From an optimization exercise on the open Yosys and OpenROAD flow, aimed at small area, a short achievable clock period and few clock cycles per item; shortcuts taken in it are not production practice. At most, simulation tests tie the RTL to the original design; equivalence was not proved.

==> run E: inputs <==
// divider
module divider #
(
    parameter N = 32
)
(
    input wire [N-1:0] dividend,
    input wire [N-1:0] divisor,
    input wire start,
    input wire rst,
    input wire clk,
    output wire [N-1:0] quotient,
    output wire [N-1:0] remainder,
    output wire done
);
make LEC_CHECK=0 ABC_AREA=1 CAP_MARGIN=20 CORE_MARGIN=2 CORE_UTILIZATION=60 CTS_CLUSTER_DIAMETER=100 CTS_CLUSTER_SIZE=25 SETUP_SLACK_MARGIN=2.6 SLEW_MARGIN=20 finish   # period 4.5 ns
run.sh (not shown) runs the stock make flow with config.mk's settings and CLKGATE_MAP_FILE= SYNTH_SCRIPT=/design/flow/synth_recipe.tcl, a recipe that flattens the netlist after the stock synthesis.
==> run C (differences from run E) <==
--- a/flow/design.v
+++ b/flow/design.v
@@ -15,14 +15,13 @@
     wire [N-1:0] xq0 = dividend;
     wire [N-1:0] d0 = divisor;
     wire v0 = start;
     wire [0:0] c0 = xq0[N-1];
     wire [1:0] s0 = {1'b0, c0} - {1'b0, d0[0:0]};
     wire ge0 = ~s0[1] & ~|d0[N-1:1];
-    wire [0:0] df0 = s0[0:0];
-    wire [0:0] r1 = ge0 ? df0 : c0;
+    wire [0:0] r1 = ge0 ? s0[0:0] : c0;
     wire [N-1:0] xq1 = {xq0[N-2:0], ge0};
     wire [N-1:0] d1 = d0;
     wire v1 = v0;
     reg [0:0] r1_q;
     reg [N-1:0] xq1_q;
     reg [N-1:0] d1_q;
@@ -36,14 +35,13 @@
         if (rst) v1_q <= 1'b0;
         else v1_q <= v1;
     end
     wire [1:0] c1 = {r1_q, xq1_q[N-1]};
     wire [2:0] s1 = {1'b0, c1} - {1'b0, d1_q[1:0]};
     wire ge1 = ~s1[2] & ~|d1_q[N-1:2];
-    wire [1:0] df1 = s1[1:0];
-    wire [1:0] r2 = ge1 ? df1 : c1;
+    wire [1:0] r2 = ge1 ? s1[1:0] : c1;
     wire [N-1:0] xq2 = {xq1_q[N-2:0], ge1};
     wire [N-1:0] d2 = d1_q;
     wire v2 = v1_q;
     reg [1:0] r2_q;
     reg [N-1:0] xq2_q;
     reg [N-1:0] d2_q;
@@ -57,14 +55,13 @@
         if (rst) v2_q <= 1'b0;
         else v2_q <= v2;
     end
     wire [2:0] c2 = {r2_q, xq2_q[N-1]};
     wire [3:0] s2 = {1'b0, c2} - {1'b0, d2_q[2:0]};
     wire ge2 = ~s2[3] & ~|d2_q[N-1:3];
-    wire [2:0] df2 = s2[2:0];
-    wire [2:0] r3 = ge2 ? df2 : c2;
+    wire [2:0] r3 = ge2 ? s2[2:0] : c2;
     wire [N-1:0] xq3 = {xq2_q[N-2:0], ge2};
     wire [N-1:0] d3 = d2_q;
     wire v3 = v2_q;
     reg [2:0] r3_q;
     reg [N-1:0] xq3_q;
     reg [N-1:0] d3_q;
@@ -78,14 +75,13 @@
         if (rst) v3_q <= 1'b0;
         else v3_q <= v3;
     end
     wire [3:0] c3 = {r3_q, xq3_q[N-1]};
     wire [4:0] s3 = {1'b0, c3} - {1'b0, d3_q[3:0]};
     wire ge3 = ~s3[4] & ~|d3_q[N-1:4];
-    wire [3:0] df3 = s3[3:0];
-    wire [3:0] r4 = ge3 ? df3 : c3;
+    wire [3:0] r4 = ge3 ? s3[3:0] : c3;
     wire [N-1:0] xq4 = {xq3_q[N-2:0], ge3};
     wire [N-1:0] d4 = d3_q;
     wire v4 = v3_q;
     reg [3:0] r4_q;
     reg [N-1:0] xq4_q;
     reg [N-1:0] d4_q;
@@ -99,14 +95,13 @@
         if (rst) v4_q <= 1'b0;
         else v4_q <= v4;
     end
     wire [4:0] c4 = {r4_q, xq4_q[N-1]};
     wire [5:0] s4 = {1'b0, c4} - {1'b0, d4_q[4:0]};
     wire ge4 = ~s4[5] & ~|d4_q[N-1:5];
-    wire [4:0] df4 = s4[4:0];
-    wire [4:0] r5 = ge4 ? df4 : c4;
+    wire [4:0] r5 = ge4 ? s4[4:0] : c4;
     wire [N-1:0] xq5 = {xq4_q[N-2:0], ge4};
     wire [N-1:0] d5 = d4_q;
     wire v5 = v4_q;
     reg [4:0] r5_q;
     reg [N-1:0] xq5_q;
     reg [N-1:0] d5_q;
@@ -120,14 +115,13 @@
         if (rst) v5_q <= 1'b0;
         else v5_q <= v5;
     end
     wire [5:0] c5 = {r5_q, xq5_q[N-1]};
     wire [6:0] s5 = {1'b0, c5} - {1'b0, d5_q[5:0]};
     wire ge5 = ~s5[6] & ~|d5_q[N-1:6];
-    wire [5:0] df5 = s5[5:0];
-    wire [5:0] r6 = ge5 ? df5 : c5;
+    wire [5:0] r6 = ge5 ? s5[5:0] : c5;
     wire [N-1:0] xq6 = {xq5_q[N-2:0], ge5};
     wire [N-1:0] d6 = d5_q;
     wire v6 = v5_q;
     reg [5:0] r6_q;
     reg [N-1:0] xq6_q;
     reg [N-1:0] d6_q;
@@ -141,14 +135,13 @@
         if (rst) v6_q <= 1'b0;
         else v6_q <= v6;
     end
     wire [6:0] c6 = {r6_q, xq6_q[N-1]};
     wire [7:0] s6 = {1'b0, c6} - {1'b0, d6_q[6:0]};
     wire ge6 = ~s6[7] & ~|d6_q[N-1:7];
-    wire [6:0] df6 = s6[6:0];
-    wire [6:0] r7 = ge6 ? df6 : c6;
+    wire [6:0] r7 = ge6 ? s6[6:0] : c6;
     wire [N-1:0] xq7 = {xq6_q[N-2:0], ge6};
     wire [N-1:0] d7 = d6_q;
     wire v7 = v6_q;
     reg [6:0] r7_q;
     reg [N-1:0] xq7_q;
     reg [N-1:0] d7_q;
@@ -162,14 +155,13 @@
         if (rst) v7_q <= 1'b0;
         else v7_q <= v7;
     end
     wire [7:0] c7 = {r7_q, xq7_q[N-1]};
     wire [8:0] s7 = {1'b0, c7} - {1'b0, d7_q[7:0]};
     wire ge7 = ~s7[8] & ~|d7_q[N-1:8];
-    wire [7:0] df7 = s7[7:0];
-    wire [7:0] r8 = ge7 ? df7 : c7;
+    wire [7:0] r8 = ge7 ? s7[7:0] : c7;
     wire [N-1:0] xq8 = {xq7_q[N-2:0], ge7};
     wire [N-1:0] d8 = d7_q;
     wire v8 = v7_q;
     reg [7:0] r8_q;
     reg [N-1:0] xq8_q;
     reg [N-1:0] d8_q;
@@ -183,14 +175,13 @@
         if (rst) v8_q <= 1'b0;
         else v8_q <= v8;
     end
     wire [8:0] c8 = {r8_q, xq8_q[N-1]};
     wire [9:0] s8 = {1'b0, c8} - {1'b0, d8_q[8:0]};
     wire ge8 = ~s8[9] & ~|d8_q[N-1:9];
-    wire [8:0] df8 = s8[8:0];
-    wire [8:0] r9 = ge8 ? df8 : c8;
+    wire [8:0] r9 = ge8 ? s8[8:0] : c8;
     wire [N-1:0] xq9 = {xq8_q[N-2:0], ge8};
     wire [N-1:0] d9 = d8_q;
     wire v9 = v8_q;
     reg [8:0] r9_q;
     reg [N-1:0] xq9_q;
     reg [N-1:0] d9_q;
@@ -204,14 +195,13 @@
         if (rst) v9_q <= 1'b0;
         else v9_q <= v9;
     end
     wire [9:0] c9 = {r9_q, xq9_q[N-1]};
     wire [10:0] s9 = {1'b0, c9} - {1'b0, d9_q[9:0]};
     wire ge9 = ~s9[10] & ~|d9_q[N-1:10];
-    wire [9:0] df9 = s9[9:0];
-    wire [9:0] r10 = ge9 ? df9 : c9;
+    wire [9:0] r10 = ge9 ? s9[9:0] : c9;
     wire [N-1:0] xq10 = {xq9_q[N-2:0], ge9};
     wire [N-1:0] d10 = d9_q;
     wire v10 = v9_q;
     reg [9:0] r10_q;
     reg [N-1:0] xq10_q;
     reg [N-1:0] d10_q;
@@ -225,14 +215,13 @@
         if (rst) v10_q <= 1'b0;
         else v10_q <= v10;
     end
     wire [10:0] c10 = {r10_q, xq10_q[N-1]};
     wire [11:0] s10 = {1'b0, c10} - {1'b0, d10_q[10:0]};
     wire ge10 = ~s10[11] & ~|d10_q[N-1:11];
-    wire [10:0] df10 = s10[10:0];
-    wire [10:0] r11 = ge10 ? df10 : c10;
+    wire [10:0] r11 = ge10 ? s10[10:0] : c10;
     wire [N-1:0] xq11 = {xq10_q[N-2:0], ge10};
     wire [N-1:0] d11 = d10_q;
     wire v11 = v10_q;
     reg [10:0] r11_q;
     reg [N-1:0] xq11_q;
     reg [N-1:0] d11_q;
@@ -246,14 +235,13 @@
         if (rst) v11_q <= 1'b0;
         else v11_q <= v11;
     end
     wire [11:0] c11 = {r11_q, xq11_q[N-1]};
     wire [12:0] s11 = {1'b0, c11} - {1'b0, d11_q[11:0]};
     wire ge11 = ~s11[12] & ~|d11_q[N-1:12];
-    wire [11:0] df11 = s11[11:0];
-    wire [11:0] r12 = ge11 ? df11 : c11;
+    wire [11:0] r12 = ge11 ? s11[11:0] : c11;
     wire [N-1:0] xq12 = {xq11_q[N-2:0], ge11};
     wire [N-1:0] d12 = d11_q;
     wire v12 = v11_q;
     reg [11:0] r12_q;
     reg [N-1:0] xq12_q;
     reg [N-1:0] d12_q;
@@ -267,14 +255,13 @@
         if (rst) v12_q <= 1'b0;
         else v12_q <= v12;
     end
     wire [12:0] c12 = {r12_q, xq12_q[N-1]};
     wire [13:0] s12 = {1'b0, c12} - {1'b0, d12_q[12:0]};
     wire ge12 = ~s12[13] & ~|d12_q[N-1:13];
-    wire [12:0] df12 = s12[12:0];
-    wire [12:0] r13 = ge12 ? df12 : c12;
+    wire [12:0] r13 = ge12 ? s12[12:0] : c12;
     wire [N-1:0] xq13 = {xq12_q[N-2:0], ge12};
     wire [N-1:0] d13 = d12_q;
     wire v13 = v12_q;
     reg [12:0] r13_q;
     reg [N-1:0] xq13_q;
     reg [N-1:0] d13_q;
@@ -288,14 +275,13 @@
         if (rst) v13_q <= 1'b0;
         else v13_q <= v13;
     end
     wire [13:0] c13 = {r13_q, xq13_q[N-1]};
     wire [14:0] s13 = {1'b0, c13} - {1'b0, d13_q[13:0]};
     wire ge13 = ~s13[14] & ~|d13_q[N-1:14];
-    wire [13:0] df13 = s13[13:0];
-    wire [13:0] r14 = ge13 ? df13 : c13;
+    wire [13:0] r14 = ge13 ? s13[13:0] : c13;
     wire [N-1:0] xq14 = {xq13_q[N-2:0], ge13};
     wire [N-1:0] d14 = d13_q;
     wire v14 = v13_q;
     reg [13:0] r14_q;
     reg [N-1:0] xq14_q;
     reg [N-1:0] d14_q;
@@ -309,14 +295,13 @@
         if (rst) v14_q <= 1'b0;
         else v14_q <= v14;
     end
     wire [14:0] c14 = {r14_q, xq14_q[N-1]};
     wire [15:0] s14 = {1'b0, c14} - {1'b0, d14_q[14:0]};
     wire ge14 = ~s14[15] & ~|d14_q[N-1:15];
-    wire [14:0] df14 = s14[14:0];
-    wire [14:0] r15 = ge14 ? df14 : c14;
+    wire [14:0] r15 = ge14 ? s14[14:0] : c14;
     wire [N-1:0] xq15 = {xq14_q[N-2:0], ge14};
     wire [N-1:0] d15 = d14_q;
     wire v15 = v14_q;
     reg [14:0] r15_q;
     reg [N-1:0] xq15_q;
     reg [N-1:0] d15_q;
@@ -330,14 +315,13 @@
         if (rst) v15_q <= 1'b0;
         else v15_q <= v15;
     end
     wire [15:0] c15 = {r15_q, xq15_q[N-1]};
     wire [16:0] s15 = {1'b0, c15} - {1'b0, d15_q[15:0]};
     wire ge15 = ~s15[16] & ~|d15_q[N-1:16];
-    wire [15:0] df15 = s15[15:0];
-    wire [15:0] r16 = ge15 ? df15 : c15;
+    wire [15:0] r16 = ge15 ? s15[15:0] : c15;
     wire [N-1:0] xq16 = {xq15_q[N-2:0], ge15};
     wire [N-1:0] d16 = d15_q;
     wire v16 = v15_q;
     reg [15:0] r16_q;
     reg [N-1:0] xq16_q;
     reg [N-1:0] d16_q;
@@ -351,14 +335,13 @@
         if (rst) v16_q <= 1'b0;
         else v16_q <= v16;
     end
     wire [16:0] c16 = {r16_q, xq16_q[N-1]};
     wire [17:0] s16 = {1'b0, c16} - {1'b0, d16_q[16:0]};
     wire ge16 = ~s16[17] & ~|d16_q[N-1:17];
-    wire [16:0] df16 = s16[16:0];
-    wire [16:0] r17 = ge16 ? df16 : c16;
+    wire [16:0] r17 = ge16 ? s16[16:0] : c16;
     wire [N-1:0] xq17 = {xq16_q[N-2:0], ge16};
     wire [N-1:0] d17 = d16_q;
     wire v17 = v16_q;
     reg [16:0] r17_q;
     reg [N-1:0] xq17_q;
     reg [N-1:0] d17_q;
@@ -372,14 +355,13 @@
         if (rst) v17_q <= 1'b0;
         else v17_q <= v17;
     end
     wire [17:0] c17 = {r17_q, xq17_q[N-1]};
     wire [18:0] s17 = {1'b0, c17} - {1'b0, d17_q[17:0]};
     wire ge17 = ~s17[18] & ~|d17_q[N-1:18];
-    wire [17:0] df17 = s17[17:0];
-    wire [17:0] r18 = ge17 ? df17 : c17;
+    wire [17:0] r18 = ge17 ? s17[17:0] : c17;
     wire [N-1:0] xq18 = {xq17_q[N-2:0], ge17};
     wire [N-1:0] d18 = d17_q;
     wire v18 = v17_q;
     reg [17:0] r18_q;
     reg [N-1:0] xq18_q;
     reg [N-1:0] d18_q;
@@ -393,14 +375,13 @@
         if (rst) v18_q <= 1'b0;
         else v18_q <= v18;
     end
     wire [18:0] c18 = {r18_q, xq18_q[N-1]};
     wire [19:0] s18 = {1'b0, c18} - {1'b0, d18_q[18:0]};
     wire ge18 = ~s18[19] & ~|d18_q[N-1:19];
-    wire [18:0] df18 = s18[18:0];
-    wire [18:0] r19 = ge18 ? df18 : c18;
+    wire [18:0] r19 = ge18 ? s18[18:0] : c18;
     wire [N-1:0] xq19 = {xq18_q[N-2:0], ge18};
     wire [N-1:0] d19 = d18_q;
     wire v19 = v18_q;
     reg [18:0] r19_q;
     reg [N-1:0] xq19_q;
     reg [N-1:0] d19_q;
@@ -414,14 +395,13 @@
         if (rst) v19_q <= 1'b0;
         else v19_q <= v19;
     end
     wire [19:0] c19 = {r19_q, xq19_q[N-1]};
     wire [20:0] s19 = {1'b0, c19} - {1'b0, d19_q[19:0]};
     wire ge19 = ~s19[20] & ~|d19_q[N-1:20];
-    wire [19:0] df19 = s19[19:0];
-    wire [19:0] r20 = ge19 ? df19 : c19;
+    wire [19:0] r20 = ge19 ? s19[19:0] : c19;
     wire [N-1:0] xq20 = {xq19_q[N-2:0], ge19};
     wire [N-1:0] d20 = d19_q;
     wire v20 = v19_q;
     reg [19:0] r20_q;
     reg [N-1:0] xq20_q;
     reg [N-1:0] d20_q;
@@ -435,14 +415,13 @@
         if (rst) v20_q <= 1'b0;
         else v20_q <= v20;
     end
     wire [20:0] c20 = {r20_q, xq20_q[N-1]};
     wire [21:0] s20 = {1'b0, c20} - {1'b0, d20_q[20:0]};
     wire ge20 = ~s20[21] & ~|d20_q[N-1:21];
-    wire [20:0] df20 = s20[20:0];
-    wire [20:0] r21 = ge20 ? df20 : c20;
+    wire [20:0] r21 = ge20 ? s20[20:0] : c20;
     wire [N-1:0] xq21 = {xq20_q[N-2:0], ge20};
     wire [N-1:0] d21 = d20_q;
     wire v21 = v20_q;
     reg [20:0] r21_q;
     reg [N-1:0] xq21_q;
     reg [N-1:0] d21_q;
@@ -456,14 +435,13 @@
         if (rst) v21_q <= 1'b0;
         else v21_q <= v21;
     end
     wire [21:0] c21 = {r21_q, xq21_q[N-1]};
     wire [22:0] s21 = {1'b0, c21} - {1'b0, d21_q[21:0]};
     wire ge21 = ~s21[22] & ~|d21_q[N-1:22];
-    wire [21:0] df21 = s21[21:0];
-    wire [21:0] r22 = ge21 ? df21 : c21;
+    wire [21:0] r22 = ge21 ? s21[21:0] : c21;
     wire [N-1:0] xq22 = {xq21_q[N-2:0], ge21};
     wire [N-1:0] d22 = d21_q;
     wire v22 = v21_q;
     reg [21:0] r22_q;
     reg [N-1:0] xq22_q;
     reg [N-1:0] d22_q;
@@ -477,14 +455,13 @@
         if (rst) v22_q <= 1'b0;
         else v22_q <= v22;
     end
     wire [22:0] c22 = {r22_q, xq22_q[N-1]};
     wire [23:0] s22 = {1'b0, c22} - {1'b0, d22_q[22:0]};
     wire ge22 = ~s22[23] & ~|d22_q[N-1:23];
-    wire [22:0] df22 = s22[22:0];
-    wire [22:0] r23 = ge22 ? df22 : c22;
+    wire [22:0] r23 = ge22 ? s22[22:0] : c22;
     wire [N-1:0] xq23 = {xq22_q[N-2:0], ge22};
     wire [N-1:0] d23 = d22_q;
     wire v23 = v22_q;
     reg [22:0] r23_q;
     reg [N-1:0] xq23_q;
     reg [N-1:0] d23_q;
@@ -498,14 +475,13 @@
         if (rst) v23_q <= 1'b0;
         else v23_q <= v23;
     end
     wire [23:0] c23 = {r23_q, xq23_q[N-1]};
     wire [24:0] s23 = {1'b0, c23} - {1'b0, d23_q[23:0]};
     wire ge23 = ~s23[24] & ~|d23_q[N-1:24];
-    wire [23:0] df23 = s23[23:0];
-    wire [23:0] r24 = ge23 ? df23 : c23;
+    wire [23:0] r24 = ge23 ? s23[23:0] : c23;
     wire [N-1:0] xq24 = {xq23_q[N-2:0], ge23};
     wire [N-1:0] d24 = d23_q;
     wire v24 = v23_q;
     reg [23:0] r24_q;
     reg [N-1:0] xq24_q;
     reg [N-1:0] d24_q;
@@ -519,14 +495,13 @@
         if (rst) v24_q <= 1'b0;
         else v24_q <= v24;
     end
     wire [24:0] c24 = {r24_q, xq24_q[N-1]};
     wire [25:0] s24 = {1'b0, c24} - {1'b0, d24_q[24:0]};
     wire ge24 = ~s24[25] & ~|d24_q[N-1:25];
-    wire [24:0] df24 = s24[24:0];
-    wire [24:0] r25 = ge24 ? df24 : c24;
+    wire [24:0] r25 = ge24 ? s24[24:0] : c24;
     wire [N-1:0] xq25 = {xq24_q[N-2:0], ge24};
     wire [N-1:0] d25 = d24_q;
     wire v25 = v24_q;
     reg [24:0] r25_q;
     reg [N-1:0] xq25_q;
     reg [N-1:0] d25_q;
@@ -540,14 +515,13 @@
         if (rst) v25_q <= 1'b0;
         else v25_q <= v25;
     end
     wire [25:0] c25 = {r25_q, xq25_q[N-1]};
     wire [26:0] s25 = {1'b0, c25} - {1'b0, d25_q[25:0]};
     wire ge25 = ~s25[26] & ~|d25_q[N-1:26];
-    wire [25:0] df25 = s25[25:0];
-    wire [25:0] r26 = ge25 ? df25 : c25;
+    wire [25:0] r26 = ge25 ? s25[25:0] : c25;
     wire [N-1:0] xq26 = {xq25_q[N-2:0], ge25};
     wire [N-1:0] d26 = d25_q;
     wire v26 = v25_q;
     reg [25:0] r26_q;
     reg [N-1:0] xq26_q;
     reg [N-1:0] d26_q;
@@ -561,14 +535,13 @@
         if (rst) v26_q <= 1'b0;
         else v26_q <= v26;
     end
     wire [26:0] c26 = {r26_q, xq26_q[N-1]};
     wire [27:0] s26 = {1'b0, c26} - {1'b0, d26_q[26:0]};
     wire ge26 = ~s26[27] & ~|d26_q[N-1:27];
-    wire [26:0] df26 = s26[26:0];
-    wire [26:0] r27 = ge26 ? df26 : c26;
+    wire [26:0] r27 = ge26 ? s26[26:0] : c26;
     wire [N-1:0] xq27 = {xq26_q[N-2:0], ge26};
     wire [N-1:0] d27 = d26_q;
     wire v27 = v26_q;
     reg [26:0] r27_q;
     reg [N-1:0] xq27_q;
     reg [N-1:0] d27_q;
@@ -582,14 +555,13 @@
         if (rst) v27_q <= 1'b0;
         else v27_q <= v27;
     end
     wire [27:0] c27 = {r27_q, xq27_q[N-1]};
     wire [28:0] s27 = {1'b0, c27} - {1'b0, d27_q[27:0]};
     wire ge27 = ~s27[28] & ~|d27_q[N-1:28];
-    wire [27:0] df27 = s27[27:0];
-    wire [27:0] r28 = ge27 ? df27 : c27;
+    wire [27:0] r28 = ge27 ? s27[27:0] : c27;
     wire [N-1:0] xq28 = {xq27_q[N-2:0], ge27};
     wire [N-1:0] d28 = d27_q;
     wire v28 = v27_q;
     reg [27:0] r28_q;
     reg [N-1:0] xq28_q;
     reg [N-1:0] d28_q;
@@ -603,14 +575,13 @@
         if (rst) v28_q <= 1'b0;
         else v28_q <= v28;
     end
     wire [28:0] c28 = {r28_q, xq28_q[N-1]};
     wire [29:0] s28 = {1'b0, c28} - {1'b0, d28_q[28:0]};
     wire ge28 = ~s28[29] & ~|d28_q[N-1:29];
-    wire [28:0] df28 = s28[28:0];
-    wire [28:0] r29 = ge28 ? df28 : c28;
+    wire [28:0] r29 = ge28 ? s28[28:0] : c28;
     wire [N-1:0] xq29 = {xq28_q[N-2:0], ge28};
     wire [N-1:0] d29 = d28_q;
     wire v29 = v28_q;
     reg [28:0] r29_q;
     reg [N-1:0] xq29_q;
     reg [N-1:0] d29_q;
@@ -624,14 +595,13 @@
         if (rst) v29_q <= 1'b0;
         else v29_q <= v29;
     end
     wire [29:0] c29 = {r29_q, xq29_q[N-1]};
     wire [30:0] s29 = {1'b0, c29} - {1'b0, d29_q[29:0]};
     wire ge29 = ~s29[30] & ~|d29_q[N-1:30];
-    wire [29:0] df29 = s29[29:0];
-    wire [29:0] r30 = ge29 ? df29 : c29;
+    wire [29:0] r30 = ge29 ? s29[29:0] : c29;
     wire [N-1:0] xq30 = {xq29_q[N-2:0], ge29};
     wire [N-1:0] d30 = d29_q;
     wire v30 = v29_q;
     reg [29:0] r30_q;
     reg [N-1:0] xq30_q;
     reg [N-1:0] d30_q;
@@ -645,14 +615,13 @@
         if (rst) v30_q <= 1'b0;
         else v30_q <= v30;
     end
     wire [30:0] c30 = {r30_q, xq30_q[N-1]};
     wire [31:0] s30 = {1'b0, c30} - {1'b0, d30_q[30:0]};
     wire ge30 = ~s30[31] & ~|d30_q[N-1:31];
-    wire [30:0] df30 = s30[30:0];
-    wire [30:0] r31 = ge30 ? df30 : c30;
+    wire [30:0] r31 = ge30 ? s30[30:0] : c30;
     wire [N-1:0] xq31 = {xq30_q[N-2:0], ge30};
     wire [N-1:0] d31 = d30_q;
     wire v31 = v30_q;
     reg [30:0] r31_q;
     reg [N-1:0] xq31_q;
     reg [N-1:0] d31_q;
@@ -666,14 +635,13 @@
         if (rst) v31_q <= 1'b0;
         else v31_q <= v31;
     end
     wire [31:0] c31 = {r31_q, xq31_q[N-1]};
     wire [32:0] s31 = {1'b0, c31} - {1'b0, d31_q[31:0]};
     wire ge31 = ~s31[32];
-    wire [31:0] df31 = s31[31:0];
-    wire [31:0] r32 = ge31 ? df31 : c31;
+    wire [31:0] r32 = ge31 ? s31[31:0] : c31;
     wire [N-1:0] xq32 = {xq31_q[N-2:0], ge31};
     wire [N-1:0] d32 = d31_q;
     wire v32 = v31_q;
     reg [31:0] r32_q;
     reg [N-1:0] xq32_q;
     reg v32_q;
ABC_AREA = default   (was 1)
CORE_UTILIZATION = 40   (was 60)
CTS_CLUSTER_DIAMETER = default   (was 100)
CTS_CLUSTER_SIZE = default   (was 25)
SETUP_SLACK_MARGIN = default   (was 2.6)
==> run notes <==
The number of nets in the synthesized netlist is 11700. The flow ran to the end and the layout has no timing, DRC or antenna violations. The critical path goes through buf_2.

The tap cell instance count is roughly 2000. The total of fill cells in the finished design came out at 9928.
# the run above: run E

==> run notes <==
The layout cell share with drive strength beyond 1 is 0.105. The tap cell instance count is 2805. The number of nets in the synthesized netlist came out at 7999. A synthesized cell averages 11.5 sq um. Fill cells in the final layout number about 19000. The run finished with no timing, DRC or antenna violations.
# the run above: run C

Testbench counts of run C, summed over its fixed seeds: cycles 2,296, items 2,048.
Function not checked in run E: the RTL went through the layout flow alone.

[afterwards: timing with drivers on the ports]
Ports are ideal in the flow. The routed layouts listed here were re-timed in OpenROAD.
Step 1 (the two cells are an assumption about what drives the block):
set clk [get_ports {clk}]
set_driving_cell -lib_cell sky130_fd_sc_hd__clkbuf_16 $clk
set_driving_cell -lib_cell sky130_fd_sc_hd__buf_2 [delete_from_list [all_inputs] $clk]
Step 2 also shifts input and output timing later by t, the mid clock arrival at the registers, as if the neighbouring blocks saw the same clock.
a / b / c = ideal / step 1 / step 2; a / b = the first two.
run	t (ns)	slack for setup (ns)	pins driven straight from the clock port
run E	0.861	2.259 / 2.176 / 2.017	1
run C	0.950	0.244 / 0.244 / 0.244	1
After both steps every run listed still meets setup and hold. For run E, which loses most, drivers alone change the setup slack by -0.083 ns; drivers and shift together by -0.242 ns.
